Background: an optimization exercise with open tools, aiming at small area and a short achievable clock period. Do not read the settings as production practice.
At most, simulation tests tie the RTL to the original design; equivalence was not proved.
Power and IR drop assume default switching activity.

==> inputs of v30 <==
## FPU_top
module FPU_top  #(
    parameter NUM_OP    = 1
)(
    input logic                 i_clk           ,
    input logic                 i_rst_n         ,
    input logic [NUM_OP-1:0]    i_add_sub       ,
    input logic [31:0]          i_32_a          ,
    input logic [31:0]          i_32_b          ,
    output logic [31:0]         o_32_s          ,
    output logic                o_ov_flag       ,
    output logic                o_un_flag
);
==> module FPU_top, before the edit <==
module FPU_top  #(
    parameter NUM_OP    = 1
)(
    input logic                 i_clk           ,
    input logic                 i_rst_n         ,
    input logic [NUM_OP-1:0]    i_add_sub       ,
    input logic [31:0]          i_32_a          ,
    input logic [31:0]          i_32_b          ,
    output logic [31:0]         o_32_s          ,
    output logic                o_ov_flag       ,
    output logic                o_un_flag
);
logic        w_sa, w_sb, w_sbe, w_eff_sub;
logic [7:0]  w_ea, w_eb;
logic [22:0] w_fa, w_fb;
logic [8:0]  w_dab;
logic [7:0]  w_dba;
logic        w_exp_lt;
logic [4:0]  w_shamt;
logic        w_sh0, w_f_lt, w_f_gt, w_take_b, w_sign;
logic [7:0]  w_emax;
logic [22:0] w_big, w_small;
logic        w_sel_exp;
logic [1:0]  w_sel_man;
assign w_sa = i_32_a[31];
assign w_sb = i_32_b[31];
assign w_ea = i_32_a[30:23];
assign w_eb = i_32_b[30:23];
assign w_fa = i_32_a[22:0];
assign w_fb = i_32_b[22:0];
assign w_sbe     = w_sb ^ i_add_sub[0];
assign w_eff_sub = w_sa ^ w_sbe;
assign w_dab    = {1'b0, w_ea} - {1'b0, w_eb};
assign w_dba    = w_eb - w_ea;
assign w_exp_lt = w_dab[8];
assign w_shamt  = w_exp_lt ? w_dba[4:0] : w_dab[4:0];
assign w_emax   = w_exp_lt ? w_eb : w_ea;
assign w_sh0    = ~|w_shamt;
assign w_f_lt   = w_fa < w_fb;
assign w_f_gt   = w_fb < w_fa;
assign w_take_b = w_exp_lt ? ~(w_sh0 & w_f_gt) : (w_sh0 & w_f_lt);
assign w_big    = w_take_b ? w_fb : w_fa;
assign w_small  = w_take_b ? w_fa : w_fb;
assign w_sign   = (w_exp_lt | (w_sh0 & w_f_lt)) ? w_sbe : w_sa;
PSC_unit PSC_UNIT(
    .i_add_sub          (i_add_sub[0]),
    .i_sign_a           (w_sa),
    .i_exp_a            (w_ea),
    .i_man_a            ({1'b1, w_fa}),
    .i_sign_b           (w_sb),
    .i_exp_b            (w_eb),
    .i_man_b            ({1'b1, w_fb}),
    .o_sel_exp          (w_sel_exp),
    .o_sel_man          (w_sel_man)
);
logic [22:0] r_big, r_small;
logic [4:0]  r_shamt;
logic [7:0]  r_emax;
logic        r_sign, r_eff_sub, r_sel_exp;
logic [1:0]  r_sel_man;
always_ff @( posedge i_clk ) begin
    r_big       <= w_big;
    r_small     <= w_small;
    r_shamt     <= w_shamt;
    r_emax      <= w_emax;
    r_sign      <= w_sign;
    r_eff_sub   <= w_eff_sub;
    r_sel_exp   <= w_sel_exp;
    r_sel_man   <= w_sel_man;
end
logic [27:0] w_A, w_B, w_R;
logic        w_cout, w_ov;
logic [4:0]  w_lz;
logic        w_zero;
logic [27:0] w_N;
logic [23:0] w_M;
logic        w_rnd, w_rnd_ov, w_ov_flag;
logic [22:0] w_man;
logic [7:0]  w_exp;
assign w_A = {1'b1, r_big, 4'b0};
assign w_B = {1'b1, r_small, 4'b0} >> r_shamt;
assign {w_cout, w_R} = r_eff_sub ? ({1'b0, w_A} - {1'b0, w_B}) : ({1'b0, w_A} + {1'b0, w_B});
assign w_ov = ~r_eff_sub & w_cout;
always_comb begin
    w_lz = 5'd31;
    for (int i = 4; i < 28; i++)
        if (w_R[i]) w_lz = 5'(27 - i);
end
assign w_zero = ~|w_R[27:4];
assign w_N = w_zero ? 28'b0 : (w_ov ? {1'b1, w_R[27:1]} : (w_R << w_lz));
assign w_M      = w_N[27:4];
assign w_rnd    = w_N[2] & (w_N[3] | w_N[1] | w_N[0]);
assign w_rnd_ov = w_rnd & (&w_M);
assign w_ov_flag = w_ov | w_rnd_ov;
assign w_exp = w_sel_exp_r(r_sel_exp, w_zero, w_ov_flag, r_emax, w_lz);
function automatic [7:0] w_sel_exp_r(input logic sel, input logic zero, input logic ov,
                                     input logic [7:0] emax, input logic [4:0] lz);
    if (sel)       w_sel_exp_r = 8'hFF;
    else if (zero) w_sel_exp_r = 8'h00;
    else if (ov)   w_sel_exp_r = emax + 8'd1;
    else           w_sel_exp_r = emax - {3'b0, lz};
endfunction
always_comb begin
    case (r_sel_man)
        2'b01:   w_man = 23'd0;
        2'b10:   w_man = 23'd1;
        default: w_man = w_M[22:0] + {22'd0, w_rnd};
    endcase
end
always_ff @( posedge i_clk or negedge i_rst_n ) begin
    if(~i_rst_n) begin
        o_32_s              <= '0;
        o_ov_flag           <= '0;
        o_un_flag           <= '0;
    end else begin
        o_32_s              <= {r_sign, w_exp, w_man};
        o_ov_flag           <= w_ov_flag;
        o_un_flag           <= ~w_R[27];
    end
end
endmodule
make LEC_CHECK=0 ABC_CLOCK_PERIOD_IN_PS=8000 CAP_MARGIN=20 CORE_MARGIN=2 CORE_UTILIZATION=40 PLACE_DENSITY=0.6 SETUP_SLACK_MARGIN=5 SLEW_MARGIN=20 finish   # period 15.0 ns
run.sh (not shown) runs the stock make flow with config.mk's settings and CLKGATE_MAP_FILE= SYNTH_SCRIPT=/design/flow/synth_recipe.tcl, a recipe that flattens the netlist after the stock synthesis.
==> v37: changes against v30 <==
--- a/flow/config.mk
+++ b/flow/config.mk
@@ -7,3 +7,2 @@
 export LEC_CHECK = 0
-export ABC_CLOCK_PERIOD_IN_PS = 8000
 export CAP_MARGIN = 20
@@ -12,3 +11,2 @@
 export PLACE_DENSITY = 0.6
-export SETUP_SLACK_MARGIN = 5
 export SLEW_MARGIN = 20
==> v2: changes against v30 <==
--- a/flow/design.v
+++ b/flow/design.v
@@ -705,6 +705,6 @@
 logic [8:0]  w_dab;
-logic [7:0]  w_dba;
+logic [4:0]  w_dba;
 logic        w_exp_lt;
 logic [4:0]  w_shamt;
-logic        w_sh0, w_f_lt, w_f_gt, w_take_b, w_sign;
+logic        w_sh0, w_f_lt, w_f_gt, w_swap2, w_sign, w_near;
 logic [7:0]  w_emax;
@@ -722,13 +722,14 @@
 assign w_dab    = {1'b0, w_ea} - {1'b0, w_eb};
-assign w_dba    = w_eb - w_ea;
+assign w_dba    = w_eb[4:0] - w_ea[4:0];
 assign w_exp_lt = w_dab[8];
-assign w_shamt  = w_exp_lt ? w_dba[4:0] : w_dab[4:0];
+assign w_shamt  = w_exp_lt ? w_dba : w_dab[4:0];
 assign w_emax   = w_exp_lt ? w_eb : w_ea;
-assign w_sh0    = ~|w_shamt;
+assign w_sh0    = (w_ea[4:0] == w_eb[4:0]);
 assign w_f_lt   = w_fa < w_fb;
 assign w_f_gt   = w_fb < w_fa;
-assign w_take_b = w_exp_lt ? ~(w_sh0 & w_f_gt) : (w_sh0 & w_f_lt);
-assign w_big    = w_take_b ? w_fb : w_fa;
-assign w_small  = w_take_b ? w_fa : w_fb;
+assign w_big    = w_exp_lt ? w_fb : w_fa;
+assign w_small  = w_exp_lt ? w_fa : w_fb;
+assign w_swap2  = w_eff_sub & w_sh0 & (w_exp_lt ? w_f_gt : w_f_lt);
 assign w_sign   = (w_exp_lt | (w_sh0 & w_f_lt)) ? w_sbe : w_sa;
+assign w_near   = w_eff_sub & ~|w_shamt[4:1];
 PSC_unit PSC_UNIT(
@@ -747,3 +748,3 @@
 logic [7:0]  r_emax;
-logic        r_sign, r_eff_sub, r_sel_exp;
+logic        r_sign, r_eff_sub, r_swap2, r_near, r_sel_exp;
 logic [1:0]  r_sel_man;
@@ -756,2 +757,4 @@
     r_eff_sub   <= w_eff_sub;
+    r_swap2     <= w_swap2;
+    r_near      <= w_near;
     r_sel_exp   <= w_sel_exp;
@@ -759,44 +762,95 @@
 end
-logic [27:0] w_A, w_B, w_R;
-logic        w_cout, w_ov;
-logic [4:0]  w_lz;
-logic        w_zero;
-logic [27:0] w_N;
-logic [23:0] w_M;
-logic        w_rnd, w_rnd_ov, w_ov_flag;
-logic [22:0] w_man;
-logic [7:0]  w_exp;
+logic [27:0] w_A, w_Bf;
+logic [27:0] w_sh [5:0];
+logic [27:0] w_Rf, w_Nf;
+logic        w_coutf, w_ovf, w_zerof, w_rndf, w_rnd_ovf;
+logic [7:0]  w_expf;
 assign w_A = {1'b1, r_big, 4'b0};
-assign w_B = {1'b1, r_small, 4'b0} >> r_shamt;
-assign {w_cout, w_R} = r_eff_sub ? ({1'b0, w_A} - {1'b0, w_B}) : ({1'b0, w_A} + {1'b0, w_B});
-assign w_ov = ~r_eff_sub & w_cout;
+assign w_sh[0] = {1'b1, r_small, 4'b0} ^ {28{r_eff_sub}};
+genvar gi;
+generate
+    for (gi = 0; gi < 5; gi++) begin : GEN_RSHIFT
+        assign w_sh[gi+1] = r_shamt[gi] ? {{(1<<gi){r_eff_sub}}, w_sh[gi][27:(1<<gi)]} : w_sh[gi];
+    end
+endgenerate
+assign w_Bf = w_sh[5];
+assign {w_coutf, w_Rf} = {1'b0, w_A} + {1'b0, w_Bf} + {28'd0, r_eff_sub};
+assign w_ovf   = ~r_eff_sub & w_coutf;
+assign w_zerof = ~|w_Rf[27:4];
+assign w_Nf = w_ovf ? {1'b1, w_Rf[27:1]} : (w_Rf[27] ? w_Rf : {w_Rf[26:0], 1'b0});
+assign w_rndf    = ~w_zerof & w_Nf[2] & (w_Nf[3] | w_Nf[1] | w_Nf[0]);
+assign w_rnd_ovf = w_rndf & (&w_Nf[27:4]);
 always_comb begin
-    w_lz = 5'd31;
-    for (int i = 4; i < 28; i++)
-        if (w_R[i]) w_lz = 5'(27 - i);
+    if (w_zerof)                  w_expf = 8'h00;
+    else if (w_ovf | w_rnd_ovf)   w_expf = r_emax + 8'd1;
+    else if (w_Rf[27])            w_expf = r_emax;
+    else                          w_expf = r_emax - 8'd1;
 end
-assign w_zero = ~|w_R[27:4];
-assign w_N = w_zero ? 28'b0 : (w_ov ? {1'b1, w_R[27:1]} : (w_R << w_lz));
-assign w_M      = w_N[27:4];
-assign w_rnd    = w_N[2] & (w_N[3] | w_N[1] | w_N[0]);
-assign w_rnd_ov = w_rnd & (&w_M);
-assign w_ov_flag = w_ov | w_rnd_ov;
-assign w_exp = w_sel_exp_r(r_sel_exp, w_zero, w_ov_flag, r_emax, w_lz);
-function automatic [7:0] w_sel_exp_r(input logic sel, input logic zero, input logic ov,
-                                     input logic [7:0] emax, input logic [4:0] lz);
-    if (sel)       w_sel_exp_r = 8'hFF;
-    else if (zero) w_sel_exp_r = 8'h00;
-    else if (ov)   w_sel_exp_r = emax + 8'd1;
-    else           w_sel_exp_r = emax - {3'b0, lz};
-endfunction
+logic [27:0] w_Bn, w_Sn, w_Rn, w_Nn;
+logic [4:0]  w_lz;
+logic        w_zeron;
+logic [7:0]  w_expn;
+assign w_Bn = r_shamt[0] ? {1'b0, 1'b1, r_small, 3'b0} : {1'b1, r_small, 4'b0};
+assign w_Sn = w_A + ~w_Bn + {27'd0, ~r_swap2};
+assign w_Rn = w_Sn ^ {28{r_swap2}};
+logic [31:0] w_lzd_in;
+assign w_lzd_in = {w_Rn[27:4], 8'hFF};
+logic [15:0] w_v1;  logic [15:0] w_p1;
+logic [7:0]  w_v2;  logic [1:0]  w_p2 [7:0];
+logic [3:0]  w_v3;  logic [2:0]  w_p3 [3:0];
+logic [1:0]  w_v4;  logic [3:0]  w_p4 [1:0];
+generate
+    for (gi = 0; gi < 16; gi++) begin : GEN_LZ1
+        assign w_v1[gi] = w_lzd_in[2*gi+1] | w_lzd_in[2*gi];
+        assign w_p1[gi] = ~w_lzd_in[2*gi+1];
+    end
+    for (gi = 0; gi < 8; gi++) begin : GEN_LZ2
+        assign w_v2[gi] = w_v1[2*gi+1] | w_v1[2*gi];
+        assign w_p2[gi] = w_v1[2*gi+1] ? {1'b0, w_p1[2*gi+1]} : {1'b1, w_p1[2*gi]};
+    end
+    for (gi = 0; gi < 4; gi++) begin : GEN_LZ3
+        assign w_v3[gi] = w_v2[2*gi+1] | w_v2[2*gi];
+        assign w_p3[gi] = w_v2[2*gi+1] ? {1'b0, w_p2[2*gi+1]} : {1'b1, w_p2[2*gi]};
+    end
+    for (gi = 0; gi < 2; gi++) begin : GEN_LZ4
+        assign w_v4[gi] = w_v3[2*gi+1] | w_v3[2*gi];
+        assign w_p4[gi] = w_v3[2*gi+1] ? {1'b0, w_p3[2*gi+1]} : {1'b1, w_p3[2*gi]};
+    end
+endgenerate
+assign w_lz    = w_v4[1] ? {1'b0, w_p4[1]} : {1'b1, w_p4[0]};
+assign w_zeron = ~|w_Rn[27:4];
+logic [27:0] w_ls [5:0];
+assign w_ls[5] = w_Rn;
+generate
+    for (gi = 4; gi >= 0; gi--) begin : GEN_LSHIFT
+        assign w_ls[gi] = w_lz[gi] ? {w_ls[gi+1][27-(1<<gi):0], {(1<<gi){1'b0}}} : w_ls[gi+1];
+    end
+endgenerate
+assign w_Nn = w_ls[0];
+assign w_expn = w_zeron ? 8'h00 : (r_emax - {3'b0, w_lz});
+logic [22:0] w_man_pre;
+logic        w_rnd_sel, w_ov_flag, w_un_flag;
+logic [7:0]  w_exp;
 always_comb begin
     case (r_sel_man)
-        2'b01:   w_man = 23'd0;
-        2'b10:   w_man = 23'd1;
-        default: w_man = w_M[22:0] + {22'd0, w_rnd};
+        2'b01:   begin w_man_pre = 23'd0; w_rnd_sel = 1'b0;  end
+        2'b10:   begin w_man_pre = 23'd1; w_rnd_sel = 1'b0;  end
+        default: begin
+            w_man_pre = r_near ? w_Nn[26:4] : w_Nf[26:4];
+            w_rnd_sel = ~r_near & w_rndf;
+        end
     endcase
 end
+assign w_exp     = r_sel_exp ? 8'hFF : (r_near ? w_expn : w_expf);
+assign w_ov_flag = ~r_near & (w_ovf | w_rnd_ovf);
+assign w_un_flag = r_near ? ~w_Rn[27] : ~w_Rf[27];
+logic        q_sign, q_rnd;
+logic [7:0]  q_exp;
+logic [22:0] q_man;
 always_ff @( posedge i_clk or negedge i_rst_n ) begin
     if(~i_rst_n) begin
-        o_32_s              <= '0;
+        q_sign              <= '0;
+        q_exp               <= '0;
+        q_man               <= '0;
+        q_rnd               <= '0;
         o_ov_flag           <= '0;
@@ -804,7 +858,11 @@
     end else begin
-        o_32_s              <= {r_sign, w_exp, w_man};
+        q_sign              <= r_sign;
+        q_exp               <= w_exp;
+        q_man               <= w_man_pre;
+        q_rnd               <= w_rnd_sel;
         o_ov_flag           <= w_ov_flag;
-        o_un_flag           <= ~w_R[27];
+        o_un_flag           <= w_un_flag;
     end
 end
+assign o_32_s = {q_sign, q_exp, q_man + {22'd0, q_rnd}};
 endmodule
==> flow/flow/run.sh (new file) <==
#!/bin/bash
set -euo pipefail
bash standard.sh SETUP_SLACK_MARGIN=9 finish > standard_flow.log 2>&1
==> flow/standard.sh (new file) <==
#!/bin/bash
# synth_recipe.tcl (not shown) runs the flow's synth.tcl, then flattens the netlist and writes it again
# the make line also repeats each setting of config.mk as NAME=value (left out here)
make -C /OpenROAD-flow-scripts/flow DESIGN_CONFIG=/design/flow/config.mk WORK_HOME=/design/flow/orfs CLKGATE_MAP_FILE= SYNTH_SCRIPT=/design/flow/synth_recipe.tcl "${@:-finish}"
--- a/flow/config.mk
+++ b/flow/config.mk
@@ -7,3 +7,3 @@
 export LEC_CHECK = 0
-export ABC_CLOCK_PERIOD_IN_PS = 8000
+export ABC_AREA = 1
 export CAP_MARGIN = 20
@@ -12,3 +12,2 @@
 export PLACE_DENSITY = 0.6
-export SETUP_SLACK_MARGIN = 5
 export SLEW_MARGIN = 20
removed: flow/run.sh
==> out/metrics.yaml <==
status:
  status: "no timing/DRC/antenna violations"
yosys:
  synth_area_leaders: "dfxtp_1 9.7%, ha_1 9.0%, dfrtp_1 6.5%"
  synthCells: 1684
layout:
  design.seq.count: 98
  largest-register: "o_32_s"
power_and_ir_drop:
  max-vdd-ir-drop_uv: 87.5
  clkPwrFrac: 0.073
That was v37.
==> out/metrics.yaml <==
layout:
  largest-register: "o_32_s"
  design.seq.count: 98
status:
  status: "no timing/DRC/antenna violations"
global_routing:
  met2_usage: 0.492
placed_design:
  place_area_um2: 14300
  io_buffers: 100
power_and_ir_drop:
  power-top-group: "combinational cells"
  max-vdd-ir-drop_uv: 102
timing:
  slew_viol_final: 0
That was v30.
==> out/metrics.yaml <==
yosys:
  synth_async_sr_flop_share: 0.347
  synth_area_leaders: "nand2_1 19%, nand3_1 10%, dfxtp_1 10%"
  synthCells: 2243
drt:
  drc: 0
status:
  status: "no timing/DRC/antenna violations"
power_and_ir_drop:
  clkPwrFrac: 0.078
  max-vdd-ir-drop_uv: 79.3
That was v2.
Only the layout flow was run in v30 and v37; the RTL was not checked for function there.

## afterwards: timing with drivers on the ports
No port has a modelled driver above. Below, the same layouts with a new extraction and two added sets of constraints. Step 1 sets driving cells, clkbuf_16 on the clock port and buf_2 on the other inputs (assumed; they add their load-dependent delay and slew). Step 2 times the ports against the registers' clock, not the clock port: input delays grow and output delays shrink by t, the midpoint of the rising clock arrivals with the driver on. a / b / c = no drivers / after step 1 / after step 2; a / b = the first two.
run	shift t [ns]	setup WS [ns]	worst setup path at the end	worst register clock-pin slew, ns	cell pins on the clock port's net
v30	0.418	5.284 / 5.284 / 5.284	register to register	0.08 / 0.08	1
v37	0.414	3.049 / 3.049 / 3.049	register to register	0.08 / 0.08	1
v2	0.412	8.929 / 8.882 / 8.989	input to register	0.07 / 0.07	1
After both steps setup and hold are still met in every run listed.
